Background: an optimization exercise with open tools, aiming at small area. Do not read the settings as production practice. Function was checked by simulation only, so behaviour that the tests miss may differ from the original. The flow treats the clock pin as an ideal source. Dropping or thinning the clock tree relies on that and would not hold on a real chip. Power figures rest on the tool's default switching activity, not on a simulated workload.

## job 105
==> flow/design.v <==
`timescale 1ns / 1ps
module measure_cotr
(
    input           clk_sys,
    input           clk_samp,
    input           rst_n,
    input [11:0]    AD_data,
    output [1:0]    cotr_sig,
    output [23:0]   data_out
);
    localparam [2:0] PH_IDLE0 = 3'd0,
                     PH_IDLE1 = 3'd3,
                     PH_START = 3'd1,
                     PH_COUNT = 3'd5,
                     PH_LAST  = 3'd4,
                     PH_DONE  = 3'd6,
                     PH_W     = 3'd2;
    reg        samp0, samp1;
    reg [2:0]  ph;
    reg [1:0]  cotr;
    reg [7:0]  cnt;
    reg [22:0] dout;
    reg [3:0]  k;
    reg        m;
    reg        c;
    reg [10:0] P;
    reg [11:0] Q;
    reg [29:0] S;
    wire strobe   = samp0 & ~samp1;
    wire counting = (ph == PH_COUNT);
    wire cnt_last = (cnt == 8'h80);      
    wire active   = |k;
    wire [12:0] term = Q[0] ? {Q[11:1], 1'b0, 1'b1} : 13'd0;
    wire [12:0] V;
    wire [12:0] vc;
    assign V[0]  = P[0] ^ term[0];
    assign vc[0] = P[0] & term[0];
    assign V[1]  = P[1] ^ vc[0];
    assign vc[1] = P[1] & vc[0];
    genvar gi;
    generate
        for (gi = 2; gi <= 10; gi = gi + 1) begin : g_fa
            assign V[gi]  = P[gi] ^ term[gi] ^ vc[gi-1];
            assign vc[gi] = (P[gi] & term[gi]) | (P[gi] & vc[gi-1]) | (term[gi] & vc[gi-1]);
        end
    endgenerate
    assign V[11]  = term[11] ^ vc[10];
    assign vc[11] = term[11] & vc[10];
    assign V[12]  = term[12] ^ vc[11];
    assign vc[12] = 1'b0;
    wire [1:0]  d    = (k <= 4'd11) ? V[1:0] : 2'b00;
    wire [1:0]  a    = m ? 2'b00 : S[1:0];
    wire        s0   = a[0] ^ d[0] ^ c;
    wire        c0   = (a[0] & d[0]) | (a[0] & c) | (d[0] & c);
    wire        s1   = a[1] ^ d[1] ^ c0;
    wire        c1   = (a[1] & d[1]) | (a[1] & c0) | (d[1] & c0);
    wire [21:0] res  = S[27:6];
    always @(posedge clk_sys) begin
        samp0 <= clk_samp;
        samp1 <= samp0;
    end
    always @(posedge clk_sys) begin
        Q <= strobe ? AD_data : {1'b0, Q[11:1]};
        P <= strobe ? 11'd0 : V[12:2];
        c <= active & c1;
        if (active)
            S <= {s1, s0, S[29:2]};
    end
    always @(posedge clk_sys) begin
        if (!rst_n) begin
            k <= 4'd0;
            m <= 1'b1;
        end else begin
            k <= (strobe | active) ? k + 4'd1 : 4'd0;
            if (strobe)
                m <= m | ~counting | cnt_last;
            else if (&k)
                m <= 1'b0;
        end
    end
    wire load = (ph == PH_DONE) && (res >= 22'd13141 || cotr[1]);
    always @(posedge clk_sys) begin
        if (!rst_n || load)
            dout <= {cotr[1], res} & {23{rst_n}};
    end
    always @(posedge clk_sys) begin
        if (!rst_n || (counting && strobe))
            cnt <= rst_n ? {cnt[6:0], cnt[7] ^ cnt[5] ^ cnt[4] ^ cnt[3]} : 8'h01;
    end
    always @(posedge clk_sys) begin
        if (!rst_n) begin
            ph   <= PH_IDLE0;
            cotr <= 2'b00;
        end else begin
            case (ph)
                PH_IDLE0: ph <= PH_IDLE1;
                PH_IDLE1: begin
                    cotr <= 2'b00;
                    ph   <= PH_START;
                end
                PH_W: begin
                    cotr <= {cotr[0], ~cotr[0]};
                    ph   <= PH_START;
                end
                PH_START: ph <= PH_COUNT;
                PH_COUNT: begin
                    if (strobe && cnt_last)
                        ph <= PH_LAST;
                end
                PH_LAST: ph <= PH_DONE;
                PH_DONE: begin
                    if (load)
                        ph <= PH_IDLE0;
                    else
                        ph <= PH_W;
                end
                default: ph <= PH_IDLE0;
            endcase
        end
    end
    assign cotr_sig = cotr;
    assign data_out = {dout[22], 1'b0, dout[21:0]};
endmodule
Settings: LEC_CHECK=0, CAP_MARGIN=20, CORE_MARGIN=2, CORE_UTILIZATION=75, GPL_TIMING_DRIVEN=0, SLEW_MARGIN=20; clock period 10.0 ns.
standard.sh (not shown) runs the stock make flow with config.mk's settings and CLKGATE_MAP_FILE= SYNTH_SCRIPT=/design/flow/synth_recipe.tcl, a recipe that flattens the netlist after the stock synthesis.
==> flow/flow/run.sh <==
#!/bin/bash
# Standard ORFS layout with these changes:
#  - synthesis maps logic with an area-oriented ABC script (flow/abc.script);
#    everything else in synthesis, including the registers, is the standard one;
#  - synthesis buffers are removed before placement (flow/pre_place.tcl);
#  - the port buffers are buf_1 cells;
#  - the clock tree is one level of buffers placed by flow/cts.tcl.
set -euo pipefail
export BUFFER_PORTS_ARGS="-buffer_cell sky130_fd_sc_hd__buf_1"
rm -rf scripts_abc
cp -r "$FLOW_HOME/scripts" scripts_abc
cp flow/abc.script scripts_abc/abc_speed.script
bash standard.sh SCRIPTS_DIR="$PWD/scripts_abc" synth > 0_synth.log 2>&1
bash standard.sh floorplan > 1_floorplan.log 2>&1
openroad -no_init -exit flow/pre_place.tcl > 2_pre_place.log 2>&1
bash standard.sh place > 3_place.log 2>&1
openroad -no_init -exit flow/cts.tcl > 4_cts.log 2>&1
bash standard.sh finish > 5_finish.log 2>&1
==> flow/flow/cts.tcl <==
# Clock tree: the clock port drives NBUF buffers, each serving one cluster of the
# clock sinks (k-means on the placed sink locations).
set res orfs/results/sky130hd/measure_cotr/base
set plat $::env(FLOW_HOME)/platforms/sky130hd
read_lef $plat/lef/sky130_fd_sc_hd.tlef
read_lef $plat/lef/sky130_fd_sc_hd_merged.lef
read_liberty $plat/lib/sky130_fd_sc_hd__tt_025C_1v80.lib
read_db $res/3_place.odb
read_sdc $res/3_place.sdc
source $plat/setRC.tcl
source flow/manual_cts.tcl
manual_cts 4 sky130_fd_sc_hd__buf_12
set_propagated_clock [all_clocks]
estimate_parasitics -placement
detailed_placement
check_placement -verbose
estimate_parasitics -placement
report_clock_skew
report_checks -path_delay min
report_check_types -max_slew -max_capacitance -violators
write_db $res/4_1_cts.odb
write_sdc -no_timestamp $res/4_cts.sdc
Other scripts of this flow, unchanged in this note and not shown: flow/flow/abc.script, flow/flow/manual_cts.tcl, flow/flow/pre_place.tcl
Job 105 reached the end of the flow, and the finished layout is clean on the timing, DRC and antenna checks.
Modified inputs, job 102 compared to job 105
diff --git a/flow/flow/run.sh b/flow/flow/run.sh
--- a/flow/flow/run.sh
+++ b/flow/flow/run.sh
@@ -6,3 +6,4 @@
 #  - the port buffers are buf_1 cells;
-#  - the clock tree is one level of buffers placed by flow/cts.tcl.
+#  - after placement, cells and buffers larger than slew and capacitance need are
+#    downsized, and the clock tree is one level of buffers (flow/cts.tcl).
 set -euo pipefail
diff --git a/flow/flow/cts.tcl b/flow/flow/cts.tcl
--- a/flow/flow/cts.tcl
+++ b/flow/flow/cts.tcl
@@ -1,2 +1,3 @@
-# Clock tree: the clock port drives NBUF buffers, each serving one cluster of the
+# Downsizing of over-sized logic cells and buffers (flow/downsize.tcl), then the
+# clock tree: the clock port drives NBUF buffers, each serving one cluster of the
 # clock sinks (k-means on the placed sink locations).
@@ -11,2 +12,5 @@
 source flow/manual_cts.tcl
+source flow/downsize.tcl
+estimate_parasitics -placement
+downsize_cells 0.3
 manual_cts 4 sky130_fd_sc_hd__buf_12
==> flow/flow/downsize.tcl (new file) <==
# downsize_cells MARGIN: give each non-register, non-port-buffer cell the smallest
# drive strength of its function for which every max-slew and max-capacitance
# check keeps at least MARGIN of its limit as slack and setup slack stays positive
# (placement parasitics).  Returns the area saved.
proc ds_ok { margin } {
  estimate_parasitics -placement
  if {[sta::max_slew_check_slack_limit] < $margin} { return 0 }
  if {[sta::max_capacitance_check_slack_limit] < $margin} { return 0 }
  if {[sta::worst_slack_cmd max] < 1e-9} { return 0 }
  return 1
}
proc downsize_cells { margin } {
  set db [ord::get_db]
  set saved 0
  foreach inst [[ord::get_db_block] getInsts] {
    set name [$inst getName]
    set m [[$inst getMaster] getName]
    if {![regexp {^(sky130_fd_sc_hd__(\w+?))_(\d+)$} $m -> base fn drive]} { continue }
    if {$drive < 2 || [string match "*df*" $fn] || [string match "input*" $name] || [string match "output*" $name]
        || [string match "clkbuf_m*" $name] || $fn eq "conb" || [string match "tap*" $fn] || [string match "fill*" $fn]} { continue }
    set a0 [$inst getMaster]
    set area0 [expr {[$a0 getWidth] * [$a0 getHeight]}]
    foreach d {0 1 2 4 6 8} {
      if {$d >= $drive} { break }
      set cand "${base}_$d"
      set cm [$db findMaster $cand]
      if {$cm eq "NULL" || [get_lib_cells -quiet $cand] eq ""} { continue }
      if {[$cm getWidth] * [$cm getHeight] >= $area0} { continue }
      replace_cell [get_cells $name] [get_lib_cells $cand]
      if {[ds_ok $margin]} {
        puts "downsize $name $m -> $cand"
        set saved [expr {$saved + $area0 - [$cm getWidth] * [$cm getHeight]}]
        break
      }
      replace_cell [get_cells $name] [get_lib_cells $m]
    }
  }
  estimate_parasitics -placement
  puts "downsize saved [expr {$saved / 1e6}] um2"
}
### Flow results
STATUS total wirelength of the detailed-routed design: job 102 wins against job 105
Going from job 105 to job 102, power did not really move, violation count after the first detailed-routing iteration higher.
The cell count was comparable across job 102 and job 105.
Multi-input logic area on job 102 is down relative to job 105.
Portion of total power attributed to combinational logic sits lower in job 102 than in job 105.
Looking at job 102 and job 105, the insertion delay of the later-clocked pin in the worst-skew pair is a wash.
Reported for job 102 and job 105, cell depth of the worst flop-to-flop path turned out identical to the last digit.
No run of this note takes its clock network from TritonCTS; it comes from the design's own scripts or RTL.

---

// measure_cotr: RTL as listed in full above, without the edits since
==> flow/config.mk <==
export PLATFORM = sky130hd
export DESIGN_NAME = measure_cotr
export DESIGN_NICKNAME = measure_cotr
export VERILOG_FILES = /design/flow/design.v
export SDC_FILE = /design/flow/constraint.sdc
export NUM_CORES = 4
export LEC_CHECK = 0
export CAP_MARGIN = 20
export CORE_MARGIN = 2
export CORE_UTILIZATION = 75
export GPL_TIMING_DRIVEN = 0
export SLEW_MARGIN = 20
==> flow/constraint.sdc <==
create_clock -name core_clock -period 10.0 [get_ports {clk_sys}]
set_input_delay 2.0000 -clock core_clock [delete_from_list [all_inputs] [get_ports {clk_sys}]]
set_output_delay 2.0000 -clock core_clock [all_outputs]
set_load 0.01 [all_outputs]
==> flow/flow/run.sh <==
#!/bin/bash
# Standard ORFS layout with these changes: synthesis buffers are removed before
# placement (flow/pre_place.tcl), the port buffers are buf_1 cells, and the
# clock tree is a single level of buffers placed by flow/cts.tcl instead of TritonCTS.
set -euo pipefail
export BUFFER_PORTS_ARGS="-buffer_cell sky130_fd_sc_hd__buf_1"
bash standard.sh floorplan > 1_floorplan.log 2>&1
openroad -no_init -exit flow/pre_place.tcl > 2_pre_place.log 2>&1
bash standard.sh place > 3_place.log 2>&1
openroad -no_init -exit flow/cts.tcl > 4_cts.log 2>&1
bash standard.sh finish > 5_finish.log 2>&1
==> flow/flow/pre_place.tcl <==
# Before placement: remove the buffers synthesis inserted (timing-driven
# global placement, which would otherwise do it, is off in this flow).
set res orfs/results/sky130hd/measure_cotr/base
set plat $::env(FLOW_HOME)/platforms/sky130hd
read_lef $plat/lef/sky130_fd_sc_hd.tlef
read_lef $plat/lef/sky130_fd_sc_hd_merged.lef
read_liberty $plat/lib/sky130_fd_sc_hd__tt_025C_1v80.lib
read_db $res/2_floorplan.odb
read_sdc $res/2_floorplan.sdc
source $plat/setRC.tcl
remove_buffers
write_db $res/2_floorplan.odb
Other scripts of this flow, unchanged in this note and not shown: flow/flow/cts.tcl, flow/flow/manual_cts.tcl
The baseline completed with no timing, DRC or antenna violations.
Change:
==> flow/flow/run.sh (replaced) <==
#!/bin/bash
# Standard ORFS layout with two changes: the port buffers are buf_1 cells, and the
# clock tree is a single level of buffers placed by flow/cts.tcl instead of TritonCTS.
set -euo pipefail
export BUFFER_PORTS_ARGS="-buffer_cell sky130_fd_sc_hd__buf_1"
bash standard.sh place > 1_place.log 2>&1
openroad -no_init -exit flow/cts.tcl > 2_cts.log 2>&1
bash standard.sh finish > 3_finish.log 2>&1
GPL_TIMING_DRIVEN = default   (was 0)
removed: flow/flow/pre_place.tcl
Worst hold slack barely changes.
Sequential power stays flat.
Wire length stays flat.
Power came out higher by 0.43%.
Clock power barely changes.
Global-route usage came out higher by 0.57 points.
Die area stays the same.
Register-to-register slack hardly moves.
Setup slack stays flat.
Area after synthesis is unchanged.
Change:
CAP_MARGIN = 0   (was 20)
CORE_UTILIZATION = 80   (was 75)
SLEW_MARGIN = 0   (was 20)
The changed run completed with no timing, DRC or antenna violations.
Sequential cell count stays the same.
Combinational power rose by 7.4%.
Global-route usage came out higher by 5.8 points.
Sequential share of layout area grows by 0.30 points.
Design area fell by 0.47%.
Area after synthesis stays the same.
Routed wire length climbs by about 24%.
Sequential power came out higher by about 0.8%.
Core utilization rises by 6.1 points.
No run of this note takes its clock network from TritonCTS; it comes from the design's own scripts or RTL.

what the ideal ports hide:
Ports are ideal in the flow. The routed layouts listed here were re-timed in OpenROAD.
Step 1 sets driving cells, clkbuf_16 on the clock port and buf_2 on the other inputs (assumed; they add their load-dependent delay and slew).
Step 2 adds t to the input delays and takes it off the output delays; t is the mean of the earliest and latest rising clock arrival at the registers after step 1. Input paths then give back, and output paths get back, about the clock's delay inside the block.
Slacks: no drivers / after step 1 / after step 2; pairs: no drivers / after step 1.
run	t, ns	setup slack, ns	worst hold slack (ns)	worst register clock-pin slew, ns	worst data-port slew with drivers (ns)
job 105	0.200	5.166 / 5.166 / 5.166	0.363 / 0.363 / 0.363	0.09 / 0.09	0.03
job 102	0.202	5.158 / 5.158 / 5.158	0.360 / 0.360 / 0.360	0.09 / 0.09	0.03
the first run of note 2	0.206	5.279 / 5.279 / 5.279	0.371 / 0.371 / 0.371	0.10 / 0.10	0.03
the second run of note 2	0.205	5.277 / 5.277 / 5.277	0.371 / 0.371 / 0.371	0.09 / 0.10	0.03
the third run of note 2	0.207	5.229 / 5.229 / 5.229	0.377 / 0.377 / 0.377	0.09 / 0.09	0.03
After both steps setup and hold are still met in every run listed.
